Context: an optimization exercise on an open-source flow, tuned for small area, a short achievable clock period and few clock cycles per item. The choices shown serve that exercise and are no tape-out recipe.
The RTL was checked by simulation tests, not by an equivalence proof against the original design.

--- design/flow/config.mk ---
export PLATFORM = sky130hd
export DESIGN_NAME = fft8_f32_stream
export DESIGN_NICKNAME = fft8_f32_stream
export VERILOG_FILES = /design/flow/design.v
export SDC_FILE = /design/flow/constraint.sdc
export NUM_CORES = 4
export LEC_CHECK = 0
export CAP_MARGIN = 20
export CORE_MARGIN = 2
export CORE_UTILIZATION = 30
export PLACE_DENSITY = 0.4
export SLEW_MARGIN = 20
--- design/flow/constraint.sdc ---
create_clock -name core_clock -period 90.0 [get_ports {clk}]
set_input_delay 18.0000 -clock core_clock [delete_from_list [all_inputs] [get_ports {clk}]]
set_output_delay 18.0000 -clock core_clock [all_outputs]
set_load 0.01 [all_outputs]
--- design/flow/design.v ---
`timescale 1ns/1ps
module fft8_f32_stream (
    input  wire        clk,
    input  wire        rst_n,
    input  wire        s_valid,
    output wire        s_ready,
    input  wire [31:0] s_real,
    input  wire [31:0] s_imag,
    output reg         m_valid,
    input  wire        m_ready,
    output reg  [31:0] m_real,
    output reg  [31:0] m_imag
);
    localparam [31:0] FP_P0    = 32'h00000000;  
    localparam [31:0] FP_P1    = 32'h3F800000;  
    localparam [31:0] FP_M1    = 32'hBF800000;  
    localparam [31:0] FP_P0707 = 32'h3F3504F3;  
    localparam [31:0] FP_M0707 = 32'hBF3504F3;  
    localparam [31:0] TW_R0 = 32'h3F800000;  
    localparam [31:0] TW_I0 = 32'h00000000;
    localparam [31:0] TW_R1 = 32'h3F3504F3;  
    localparam [31:0] TW_I1 = 32'hBF3504F3;
    localparam [31:0] TW_R2 = 32'h00000000;  
    localparam [31:0] TW_I2 = 32'hBF800000;
    localparam [31:0] TW_R3 = 32'hBF3504F3;  
    localparam [31:0] TW_I3 = 32'hBF3504F3;
    function [31:0] fneg32;
        input [31:0] x;
        begin fneg32 = {~x[31], x[30:0]}; end
    endfunction
    function [31:0] fadd32;
        input [31:0] a, b;
        reg sa,sb,sr;
        reg [7:0] ea,eb,er;
        reg [23:0] ma,mb;
        reg [24:0] s,d;
        reg [23:0] shv;
        integer sh, i;
        reg [24:0] d_reg;
        reg [7:0] er_reg;
        begin
            sa = a[31]; ea = a[30:23]; ma = (ea==8'd0) ? 24'd0 : {1'b1, a[22:0]};
            sb = b[31]; eb = b[30:23]; mb = (eb==8'd0) ? 24'd0 : {1'b1, b[22:0]};
            if (eb > ea) begin
                sr = sb; er = eb;
                sh = eb - ea;
                if (sh >= 24) shv = 24'd0; else shv = ma >> sh;
                ma = mb; mb = shv;
            end else begin
                sr = sa; er = ea;
                sh = ea - eb;
                if (sh >= 24) shv = 24'd0; else shv = mb >> sh;
                mb = shv;
            end
            if (sa == sb) begin
                s = {1'b0, ma} + {1'b0, mb};
                if (s[24]) begin er = er + 8'd1; s = s >> 1; end
                fadd32 = {sr, er, s[22:0]};
            end else begin
                if (ma >= mb) d = {1'b0, ma} - {1'b0, mb};
                else begin d = {1'b0, mb} - {1'b0, ma}; sr = ~sr; end
                if (d == 25'd0) fadd32 = 32'h00000000;
                else begin
                    d_reg = d;
                    er_reg = er;
                    for (i = 0; i < 24; i = i + 1) begin
                        if (d_reg[23] == 1'b0 && er_reg != 8'd0) begin
                            d_reg = d_reg << 1;
                            er_reg = er_reg - 8'd1;
                        end
                    end
                    fadd32 = {sr, er_reg, d_reg[22:0]};
                end
            end
        end
    endfunction
    function [31:0] fsub32;
        input [31:0] a, b;
        begin fsub32 = fadd32(a, fneg32(b)); end
    endfunction
    function [31:0] fmul32;
        input [31:0] a, b;
        reg sa, sb, sr;
        reg [7:0] ea, eb, er;
        reg [23:0] ma, mb;
        reg [47:0] prod;
        begin
            sa = a[31]; ea = a[30:23]; ma = (ea==8'd0) ? 24'd0 : {1'b1, a[22:0]};
            sb = b[31]; eb = b[30:23]; mb = (eb==8'd0) ? 24'd0 : {1'b1, b[22:0]};
            sr = sa ^ sb;
            if (ma == 24'd0 || mb == 24'd0) fmul32 = 32'h00000000;
            else begin
                er = ea + eb - 8'd127;
                prod = ma * mb;  
                if (prod[47]) fmul32 = {sr, er+8'd1, prod[46:24]};
                else          fmul32 = {sr, er,     prod[45:23]};
            end
        end
    endfunction
    function [31:0] ffma32;
        input [31:0] a,b,c;
        begin ffma32 = fadd32(fmul32(a,b), c); end
    endfunction
    function [31:0] cadd_r; input [31:0] ax, bx; begin cadd_r = fadd32(ax, bx); end endfunction
    function [31:0] cadd_i; input [31:0] ay, by; begin cadd_i = fadd32(ay, by); end endfunction
    function [31:0] csub_r; input [31:0] ax, bx; begin csub_r = fsub32(ax, bx); end endfunction
    function [31:0] csub_i; input [31:0] ay, by; begin csub_i = fsub32(ay, by); end endfunction
    reg fill_sel;                     
    reg [2:0] wr_idx;
    reg full_A, full_B;
    reg [31:0] xrA [0:7];
    reg [31:0] xiA [0:7];
    reg [31:0] xrB [0:7];
    reg [31:0] xiB [0:7];
    wire load_A, load_B;
    always @(posedge clk or negedge rst_n) begin
        if (!rst_n) begin
            fill_sel <= 1'b0;
            wr_idx   <= 3'd0;
            full_A   <= 1'b0;
            full_B   <= 1'b0;
        end else begin
            if (s_valid && s_ready) begin
                if (fill_sel == 1'b0) begin
                    xrA[wr_idx] <= s_real;
                    xiA[wr_idx] <= s_imag;
                end else begin
                    xrB[wr_idx] <= s_real;
                    xiB[wr_idx] <= s_imag;
                end
                if (wr_idx == 3'd7) begin
                    if (fill_sel == 1'b0) full_A <= 1'b1; else full_B <= 1'b1;
                    wr_idx  <= 3'd0;
                    fill_sel<= ~fill_sel;
                end else begin
                    wr_idx <= wr_idx + 3'd1;
                end
            end
            if (load_A) full_A <= 1'b0;
            if (load_B) full_B <= 1'b0;
        end
    end
    assign s_ready = (fill_sel == 1'b0) ? !full_A : !full_B;
    localparam [1:0] ST_IDLE = 2'd0, ST_COMP = 2'd1, ST_OUT = 2'd2;
    reg [1:0]  state;
    reg        rd_sel;           
    reg [3:0]  bf_cnt;           
    reg [2:0]  out_idx;
    reg [31:0] wr [0:7];
    reg [31:0] wi [0:7];
    wire load_go = (state == ST_IDLE) && (rd_sel ? full_B : full_A);
    assign load_A = load_go && !rd_sel;
    assign load_B = load_go &&  rd_sel;
    reg [2:0] bp, bq;
    reg [1:0] tw;
    always @(*) begin
        case (bf_cnt)
            4'd0:  begin bp = 3'd0; bq = 3'd1; tw = 2'd0; end
            4'd1:  begin bp = 3'd2; bq = 3'd3; tw = 2'd0; end
            4'd2:  begin bp = 3'd4; bq = 3'd5; tw = 2'd0; end
            4'd3:  begin bp = 3'd6; bq = 3'd7; tw = 2'd0; end
            4'd4:  begin bp = 3'd0; bq = 3'd2; tw = 2'd0; end
            4'd5:  begin bp = 3'd1; bq = 3'd3; tw = 2'd2; end
            4'd6:  begin bp = 3'd4; bq = 3'd6; tw = 2'd0; end
            4'd7:  begin bp = 3'd5; bq = 3'd7; tw = 2'd2; end
            4'd8:  begin bp = 3'd0; bq = 3'd4; tw = 2'd0; end
            4'd9:  begin bp = 3'd1; bq = 3'd5; tw = 2'd1; end
            4'd10: begin bp = 3'd2; bq = 3'd6; tw = 2'd2; end
            default: begin bp = 3'd3; bq = 3'd7; tw = 2'd3; end
        endcase
    end
    reg [31:0] twr, twi;
    always @(*) begin
        case (tw)
            2'd0: begin twr = TW_R0; twi = TW_I0; end
            2'd1: begin twr = TW_R1; twi = TW_I1; end
            2'd2: begin twr = TW_R2; twi = TW_I2; end
            default: begin twr = TW_R3; twi = TW_I3; end
        endcase
    end
    wire [31:0] ar = wr[bp];
    wire [31:0] ai = wi[bp];
    wire [31:0] br = wr[bq];
    wire [31:0] bi = wi[bq];
    wire [31:0] tr = fsub32(fmul32(twr, br), fmul32(twi, bi));
    wire [31:0] ti = fadd32(fmul32(twr, bi), fmul32(twi, br));
    wire [31:0] yr_p = cadd_r(ar, tr);
    wire [31:0] yi_p = cadd_i(ai, ti);
    wire [31:0] yr_q = csub_r(ar, tr);
    wire [31:0] yi_q = csub_i(ai, ti);
    integer n;
    always @(posedge clk or negedge rst_n) begin
        if (!rst_n) begin
            state   <= ST_IDLE;
            rd_sel  <= 1'b0;
            bf_cnt  <= 4'd0;
            out_idx <= 3'd0;
            m_valid <= 1'b0;
            m_real  <= 32'h0;
            m_imag  <= 32'h0;
        end else begin
            case (state)
                ST_IDLE: begin
                    if (load_go) begin
                        for (n = 0; n < 8; n = n + 1) begin
                            wr[{n[0], n[1], n[2]}] <= rd_sel ? xrB[n] : xrA[n];
                            wi[{n[0], n[1], n[2]}] <= rd_sel ? xiB[n] : xiA[n];
                        end
                        rd_sel <= ~rd_sel;
                        bf_cnt <= 4'd0;
                        state  <= ST_COMP;
                    end
                end
                ST_COMP: begin
                    wr[bp] <= yr_p; wi[bp] <= yi_p;
                    wr[bq] <= yr_q; wi[bq] <= yi_q;
                    if (bf_cnt == 4'd11) begin
                        state   <= ST_OUT;
                        out_idx <= 3'd0;
                    end else begin
                        bf_cnt <= bf_cnt + 4'd1;
                    end
                end
                default: begin  
                    if (!m_valid || m_ready) begin
                        if (m_valid && out_idx == 3'd0) begin
                            m_valid <= 1'b0;
                            state   <= ST_IDLE;
                        end else begin
                            m_valid <= 1'b1;
                            m_real  <= wr[out_idx];
                            m_imag  <= wi[out_idx];
                            out_idx <= out_idx + 3'd1;
                        end
                    end
                end
            endcase
        end
    end
endmodule
--- design/flow/run.sh ---
#!/bin/bash
# synth_recipe.tcl (not shown) runs the flow's synth.tcl, then flattens the netlist and writes it again
# the make line also repeats each setting of config.mk as NAME=value (left out here)
make -C /OpenROAD-flow-scripts/flow DESIGN_CONFIG=/design/flow/config.mk WORK_HOME=/design/flow/orfs CLKGATE_MAP_FILE= SYNTH_SCRIPT=/design/flow/synth_recipe.tcl finish
==> flow_summary.toml <==
[cells_and_area]
fin_util_pct = 32.8
final_area_sq_um = 219000
final_cells = 31500
num-nets-final = 24600
layout-drive-gt1-share_pct = 14.7
area_delta_synth_final_pct = 9.25

[yosys]
async_flop_share_pct = 5.01
synth.distinct_cells = 228
synthMuxAreaShare_pct = 10.5
synth_top_area_share_pct = 23.0
synth_xor_area_share_pct = 3.07
synth_top_family_by_area = "compound AO/OA/AOI/OAI gates"
synth_warnings = 7
synth_edf_count = 1536
synth_area_leaders = "edfxtp_1 (23%), ha_1 (8.8%), mux2i_1 (7.1%)"
yosys.area_share.simple_pct = 16.0
ys_seq_area_share_pct = 24.0
synthCells = 22500
synth_nets = 24600
synth_compound_area_share_pct = 23.7
synth_area_sq_um = 200000
avgSynthCellArea_sq_um = 8.91
synth_ff_type = "edfxtp_1"
ys_ff_latch = 1617
yosysTopAreaCell = "edfxtp_1"
yosys.area_share.adder_pct = 15.5

[clock_network]
worstSkewPairLatency_ns = 0.87
cts_tree = "yes"
clock-sinks = 1617
cts-root-buf = "clkbuf_16"
cts.path.max_buffers = 4
path_clk_slew_ns = 0.06
cts_hold_buf = 0
cts_made_buffers = 168
htreeDepth = 4

[timing]
fmax_mhz = 12.0
fin_tns_setup_ns = 0
hold_slack_ns = 0.482
worst_slack_ns = 6.35
finalMaxSlewViolations = 0
relSlewSlack_pct = 12.4
finalSetupViolCount = 0
finalCriticalPeriod_ns = 83.65
finalClockSkew_ns = 0.0628
tightest_slew_ns = 1.30
period_share_pct = 92.9
hold_viol = 0

[placed_design]
postPlaceCellArea_sq_um = 213000
dpl.hpwl_microns = 671000
routabilityCongestion = 0.931
dpl.cell_count = 31200
io_buffers = 133
dp_slack_ns = 3.59

[routing]
drc = 0
drtIter0Drc = 19900
ant_nets = 0
wl_per_cell_microns = 28.1
first_pass_iters = 10
routed_wl_microns = 884000
num_vias = 181000
via_per_inst = 5.75

[floorplan]
io_pins = 134
core_sq_um = 667000
die_x_microns = 821
die-area_sq_um = 675000
start_util_pct = 30.1
fp-row-count = 300
dieHeight_microns = 821

[worst_setup_path]
regToRegEndpoint = "wr[1][23]"
endpoint_kind = "register"
crit_type = "reg -> reg"
crit_arrival_ns = 84.31
reg2reg_depth = 313
crit_path_start_kind = "register"
required_ns = 90.66
crit_top_cell = "ha_1"
r2r_setup_slack_ns = 6.35
slowest_delay_ns = 0.69
crit_buf_inv = 36
rr_startpoint = "bf_cnt[0]"
path_delay_family = "compound AO/OA/AOI/OAI gates"
cpMaxStageDelayCell = "buf_4"
crit_cells = 313
critPathMaxFanout = 32

[worst_hold_path]
hold_class = "reg -> reg"
min_path_cells = 2
min_from = "m_real[27]"
hold-path-endpoint = "m_real[27]"

[global_routing]
first_global_vias = 173000
grtUsageTotal_pct = 24.9
grt_pass1_wl_microns = 1260000
overflow = 0
met3_usage_pct = 3.78
grtUsageMet2_pct = 38.4
met1_usage_pct = 36.2
grt_max_degree = 107
gr-max-usage-layer = "met2"
antenna_found_initial = 53

[status]
status = "finished clean"

[run]
maxCapViolCount = 0
==> synth_stat cells, types with 60 or more instances <==
library cell	number
nand2_1	1921
nor2_1	1839
a21oi_1	1666
inv_1	1641
edfxtp_1	1536
mux2i_1	1428
ha_1	1406
o21ai_0	1235
clkbuf_1	694
fa_1	670
mux2_2	499
xnor2_1	475
nand3_1	461
nor3_1	389
o22ai_1	280
a22oi_1	261
a211oi_1	237
nand4_1	217
o21ai_1	207
o211ai_1	199
a21o_1	191
a31oi_1	191
a222oi_1	180
o21bai_1	169
clkbuf_8	160
xor2_1	150
nor2b_1	138
o221ai_1	136
and2_1	135
nor4_1	135
o31ai_1	133
or3_1	123
o21a_1	122
nand2b_1	119
buf_6	117
and3_1	115
or2_2	112
a221oi_1	109
buf_1	105
dfrtp_1	81
a21o_2	75
and3_2	73
a221oi_2	72
a21oi_2	60
==> cells by family after synthesis <==
logic type | after synthesis
compound gates | 6768
simple gates | 6455
buf+inv | 2912
fa+ha+maj | 2079
mux | 1999
flops | 1617
xor+xnor | 661
==> layout by cell type, fill, tap and decap left out, types with 132 or more instances in the layout <==
cell,n
a211oi_1,236
a21o_1,190
a21oi_1,1620
a222oi_1,180
a22oi_1,261
a31oi_1,184
buf_4,841
clkbuf_16,169
clkdlybuf4s50_1,132
edfxtp_1,1536
fa_1,670
ha_1,1399
inv_1,1640
mux2_2,499
mux2i_1,1419
nand2_1,1917
nand3_1,461
nand4_1,217
nor2_1,1822
nor2b_1,134
nor3_1,377
o211ai_1,199
o21ai_0,1228
o21ai_1,207
o21bai_1,168
o221ai_1,136
o22ai_1,277
xnor2_1,441
xor2_1,137
==> metal layers <==
metal	wire length, microns	part of all wire (%)	up-vias
li1	-	-	83500
met1	415000	47	90000
met2	382000	43	6555
met3	62000	7.0	1108
met4	25800	2.9	26
met5	186	0.021	-
==> how the worst max path moves through the flow <==
stage                         start   endpoint  slack [ns]
after global placement    bf_cnt[1]  wi[7][23]        4.64
after detailed placement  bf_cnt[1]  wi[7][23]        3.59
after global routing      bf_cnt[1]  wi[1][16]      -0.003
after CTS                 bf_cnt[1]  wi[7][23]        3.17
after floorplan           bf_cnt[2]  wi[1][16]       16.52
final                     bf_cnt[0]  wr[1][23]        6.35
==> worst reg2reg max path, delay by kind of cell (launching register included) <==
family | cells | cell delay [ns]
flops | 1 | 0.62
buf+inv | 36 | 5.99
xor+xnor | 25 | 6.22
simple gates | 104 | 24.08
fa+ha+maj | 35 | 11.76
mux | 6 | 1.85
compound gates | 107 | 32.90
==> state kept, by name, indices dropped and copies added, names as in the netlist <==
register and flops:
rd_sel 1, xiB 256, full_B 1, xiA 256, m_real 32, bf_cnt 4
full_A 1, state 2, xrA 256, fill_sel 1, xrB 256, out_idx 3
wr_idx 3, wi 256, wr 256, m_imag 32, m_valid 1
==> final cells by class <==
| class | instances | area, sq um |
|---|---|---|
| repair buffers | 1019 | 8500 |
| well taps | 8909 | 11100 |
| diodes | 20 | 50.0 |
| clock buffers | 214 | 4470 |
| flip-flops and latches | 1617 | 48200 |
| clock inverters | 78 | 759 |
| fillers | 70100 | 448000 |
| inverters | 1675 | 6300 |
| multi-input cells | 18000 | 140000 |
==> timing repair <==
item	in CTS	in global routing
endpoints found under the setup margin	0	496
hold endpoints to repair	0	0
resized for setup	0	63
setup buffers	0	10
Testbench counts, summed over its fixed seeds: cycles 8,512, frames 384.

[static timing again, ports no longer ideal]
No port has a modelled driver above. Below, the same layout with a new extraction and two added sets of constraints. Step 1 sets driving cells, clkbuf_16 on the clock port and buf_2 on the other inputs (assumed; they add their load-dependent delay and slew). Step 2 adds t to the input delays and takes it off the output delays; t is the mean of the earliest and latest rising clock arrival at the registers after step 1. Input paths then give back, and output paths get back, about the clock's delay inside the block. a / b / c = no drivers / after step 1 / after step 2; a / b = the first two.
t (ns): 0.925
setup slack, ns: 6.347 / 6.347 / 6.347
clock arrival spread, ns: 0.077 / 0.077
slew at the worst register clock pin (ns): 0.08 / 0.08
After both steps setup and hold are still met in this run. The setup slack of this run moves by 0.000 ns with the drivers and by 0.000 ns with both steps.
